Background: an optimization exercise with open tools, aiming at small area. Do not read the settings as production practice. The RTL was checked by simulation tests, not by an equivalence proof against the original design. No driver is modelled on the clock port, so clocking that relies on it looks cheaper here than on a real chip. Power and IR drop assume default switching activity.

build 16:
==> flow/design.v (excerpt) <==
module SDR_tx_rx_ctr(
	input clk,
	input rst,
	input [20:0] tod_h,
	input [10:0] tod_l,
	input TEST_EN,
	output tx_rx_switch,
	output [7:0] read_addr_0,
	input read_ram0_en,
	input [31:0] read_data_0,
	input [9:0] data_addr_in,
	input [9:0] freq_addr_in,
	output reg [9:0] data_addr_out,
	output reg [9:0] freq_addr_out,
	output reg [31:0] Tl_r,
	output reg [15:0] Tr,
	output PTT,
	output AD_SHDN,
	output reg led1
	);
reg [3:0] ra;
reg [31:0] Tl;
reg [15:0] Tx_hi;
reg [9:0] Tx_lo;
reg [9:0] Tx_rn;           
reg st_idle, st_tx;        
reg sw;
reg [24:0] lfsr;
assign read_addr_0 = {4'd0, ra};
assign tx_rx_switch = sw;
assign PTT = sw;
assign AD_SHDN = 1'b0;
function [10:0] addp1;
	input [9:0] a, b;
	integer i;
	reg c;
	begin
		c = 1'b1;
		for (i = 0; i < 10; i = i + 1) begin
			addp1[i] = a[i] ^ b[i] ^ c;
			c = (a[i] & b[i]) | (c & (a[i] ^ b[i]));
		end
		addp1[10] = c;
	end
endfunction
always @(posedge clk or posedge rst)
	if (rst)
		ra <= 4'd0;
	else if (!read_ram0_en)
		ra <= 4'd0;
	else if (ra != 4'd10)
		ra <= ra + 4'd1;
always @(posedge clk or posedge rst)
	if (rst) begin
		Tl <= 32'd0;
		Tx_hi <= 16'd0;
		Tx_lo <= 10'd0;
	end else if (TEST_EN) begin
		Tl <= 32'hFFFF0380;
		Tx_hi <= 16'h0380;
		Tx_lo <= 10'd0;
	end else if (read_ram0_en) begin
		if (ra == 4'd2) Tl <= read_data_0;
		if (ra == 4'd5) begin
			Tx_hi <= read_data_0[31:16];
			Tx_lo <= read_data_0[9:0];
		end
	end
wire tod_l0 = (tod_l == 11'd0);
wire ev = (tod_h == 21'd975) && tod_l0;
always @(posedge clk or posedge rst)
	if (rst) begin
  ...
Size: roughly 490 cells after synthesis, about 170 flip-flops, ~170 I/O pins, about 6700 µm² of cells after synthesis.
clock: 10.0 ns
lec_check: 0
cap_margin: 5
core_margin: 2
core_utilization: 85
place_density: 0.9
slew_margin: 5
standard.sh (not shown) runs the stock make flow with config.mk's settings and CLKGATE_MAP_FILE= SYNTH_SCRIPT=/design/flow/synth_recipe.tcl, a recipe that flattens the netlist after the stock synthesis.
==> flow/flow/run.sh <==
#!/bin/bash
# Own layout flow, area-oriented:
#  1. standard synthesis (synth_recipe.tcl), with ABC_AREA=1, an area-oriented
#     ABC script (flow/abc_area.script) in a copy of ORFS's scripts folder,
#     no early "abc -fast" in yosys synth, and a few mux/oai cells kept out of
#     ABC's mapping only;
#  2. the standard layout, with ports buffered by buf_1 and a clock tree
#     of small buffers without dummy loads, leaf buffers upsized where the
#     flip-flop clock slew would be high (flow/post_cts.tcl).
set -euo pipefail
W=$PWD
mkdir -p $W/myscripts
cp -r $FLOW_HOME/scripts/. $W/myscripts/
cp $W/flow/abc_area.script $W/myscripts/abc_area.script
DU=$(make -s -C $FLOW_HOME DESIGN_CONFIG=$W/config.mk WORK_HOME=$W/orfs_q print-DONT_USE_CELLS | sed 's/^DONT_USE_CELLS = //')
rm -rf $W/orfs_q
XDU="sky130_fd_sc_hd__mux2_1 sky130_fd_sc_hd__mux2_2 sky130_fd_sc_hd__mux2i_1 sky130_fd_sc_hd__o22ai_1 sky130_fd_sc_hd__o221ai_1 sky130_fd_sc_hd__o21ai_0 sky130_fd_sc_hd__o21ai_1 sky130_fd_sc_hd__o32ai_1"
bash standard.sh SCRIPTS_DIR=$W/myscripts ABC_AREA=1 SYNTH_ARGS=-noabc "DONT_USE_CELLS=$DU $XDU" synth > $W/synth_make.log 2>&1
bash standard.sh \
  "BUFFER_PORTS_ARGS=-buffer_cell sky130_fd_sc_hd__buf_1" \
  "CTS_ARGS=-sink_clustering_enable -repair_clock_nets -dont_use_dummy_load -buf_list sky130_fd_sc_hd__clkbuf_4" \
  POST_CTS_TCL=$W/flow/post_cts.tcl \
  finish > $W/flow_make.log 2>&1
==> flow/flow/abc_area.script <==
strash
dc2
dch -f
amap
strash
dc2
dch -f
amap
topo
==> flow/flow/post_cts.tcl <==
estimate_parasitics -placement
array set worst {}
foreach pin [all_registers -clock_pins] {
  set net [get_nets -of_objects $pin]
  set drv [get_cells -of_objects [lindex [get_pins -of_objects $net -filter "direction==output"] 0]]
  set name [get_full_name $drv]
  set s [get_property $pin slew_max]
  if {![info exists worst($name)] || $s > $worst($name)} { set worst($name) $s }
}
set changed 0
foreach name [array names worst] {
  set ref [get_property [get_cells $name] ref_name]
  if {$worst($name) > 0.112 && $ref eq "sky130_fd_sc_hd__clkbuf_4"} {
    puts "post_cts: $name ($ref) worst sink slew $worst($name) -> clkbuf_8"
    replace_cell [get_cells $name] sky130_fd_sc_hd__clkbuf_8
    incr changed
  }
}
if {$changed} {
  detailed_placement
  check_placement -verbose
  estimate_parasitics -placement
}
Build 16 is listed as incomplete: the tool reported an error in 3_5_place_dp and the run ended there.
Here is what was changed in the inputs of build 49 compared with build 16.
Settings: PLACE_DENSITY: 0.9 -> 0.8; CORE_UTILIZATION: 85 -> 70; SLEW_MARGIN: 5 -> 20; CAP_MARGIN: 5 -> 20.
## What came out
Build 49: all stages complete, timing, DRC and antenna checks passed. Reported for build 16 and build 49, synthesized cell count turned out identical to the last digit. From build 16 to build 49 the numbers moved as follows: number of enable flip-flop cells after synthesis neither gained nor lost much, adder-cell share of the synthesized area neither gained nor lost much.
Here is what was changed in the inputs of build 40 compared with build 49.
Settings: changing CORE_UTILIZATION from 70 to 40; changing PLACE_DENSITY from 0.8 to 0.6.
Results
Higher time the final worst path needs with I/O delays and setup among build 49 and build 40: build 40. Compared with build 49, in build 40 total wire length after detailed routing higher; global-route usage went down by 12 points.
Input-level comparison between build 53 and build 40:
-- flow/flow/run.sh --
<<< build 40, line 15
DU=$(make -s -C $FLOW_HOME DESIGN_CONFIG=$W/config.mk WORK_HOME=$W/orfs_q print-DONT_USE_CELLS | sed 's/^DONT_USE_CELLS = //')
rm -rf $W/orfs_q
XDU="sky130_fd_sc_hd__mux2_1 sky130_fd_sc_hd__mux2_2 sky130_fd_sc_hd__mux2i_1 sky130_fd_sc_hd__o22ai_1 sky130_fd_sc_hd__o221ai_1 sky130_fd_sc_hd__o21ai_0 sky130_fd_sc_hd__o21ai_1 sky130_fd_sc_hd__o32ai_1"
bash standard.sh SCRIPTS_DIR=$W/myscripts ABC_AREA=1 SYNTH_ARGS=-noabc "DONT_USE_CELLS=$DU $XDU" synth > $W/synth_make.log 2>&1
bash standard.sh \
>>> build 53, line 15
DU=$(make -s -C $FLOW_HOME DESIGN_CONFIG=$W/config.mk WORK_HOME=$W/orfs_q print-DONT_USE_CELLS | sed 's/^DONT_USE_CELLS = //')
rm -rf $W/orfs_q
XDU="sky130_fd_sc_hd__mux2_1 sky130_fd_sc_hd__mux2_2 sky130_fd_sc_hd__mux2i_1 sky130_fd_sc_hd__o22ai_1 sky130_fd_sc_hd__o221ai_1 sky130_fd_sc_hd__o21ai_0"
bash standard.sh SCRIPTS_DIR=$W/myscripts ABC_AREA=1 SYNTH_ARGS=-noabc "DONT_USE_CELLS=$DU $XDU" synth > $W/synth_make.log 2>&1
bash standard.sh \
--- outcome ---
- Build 53 went all the way through the flow, and no timing, DRC or antenna check failed.
- Higher total track usage was reported by build 40, not build 53.
- On power density normalized to cell area, the higher figure sits with build 40, not build 53.
- Changes observed in build 53 relative to build 40: routability-driven placement congestion ratio has increased; sequential power went down 4.0%; cell area rose by 1.2%; hold slack decreased by 0.0086 ns relative to the old numbers.
- Per the comparison of build 53 with build 40, transition time at the pin with the least slew margin down 0.20 ns, worst setup slack saw a decrease, clock network fraction of design power went up 1.3 points.

afterwards: timing with drivers on the ports:
The flow's constraints put no driver on any port. The routed layouts listed below were extracted and timed again, unchanged, in two steps.
Step 1 assumes that a clkbuf_16 drives the clock port and a buf_2 every other input.
Step 2 moves the port delays by t, midway between the first and last clock arrival at a register: inputs arrive t later, outputs are due t later. That takes back most of the time a late clock gives input paths.
Three values: ideal, step 1, step 2; two values: the first two.
| run | shift t [ns] | setup WS [ns] | latest minus earliest clock arrival (ns) |
|---|---|---|---|
| build 49 | 0.571 | 3.673 / 3.683 / 3.112 | 0.040 / 0.041 |
| build 40 | 0.597 | 3.589 / 3.605 / 3.008 | 0.039 / 0.039 |
| build 53 | 0.597 | 3.365 / 3.378 / 2.781 | 0.037 / 0.037 |
After both steps setup and hold are still met in every run listed. The setup slack of build 53, which loses most, moves by +0.013 ns with the drivers and by -0.584 ns with both steps.
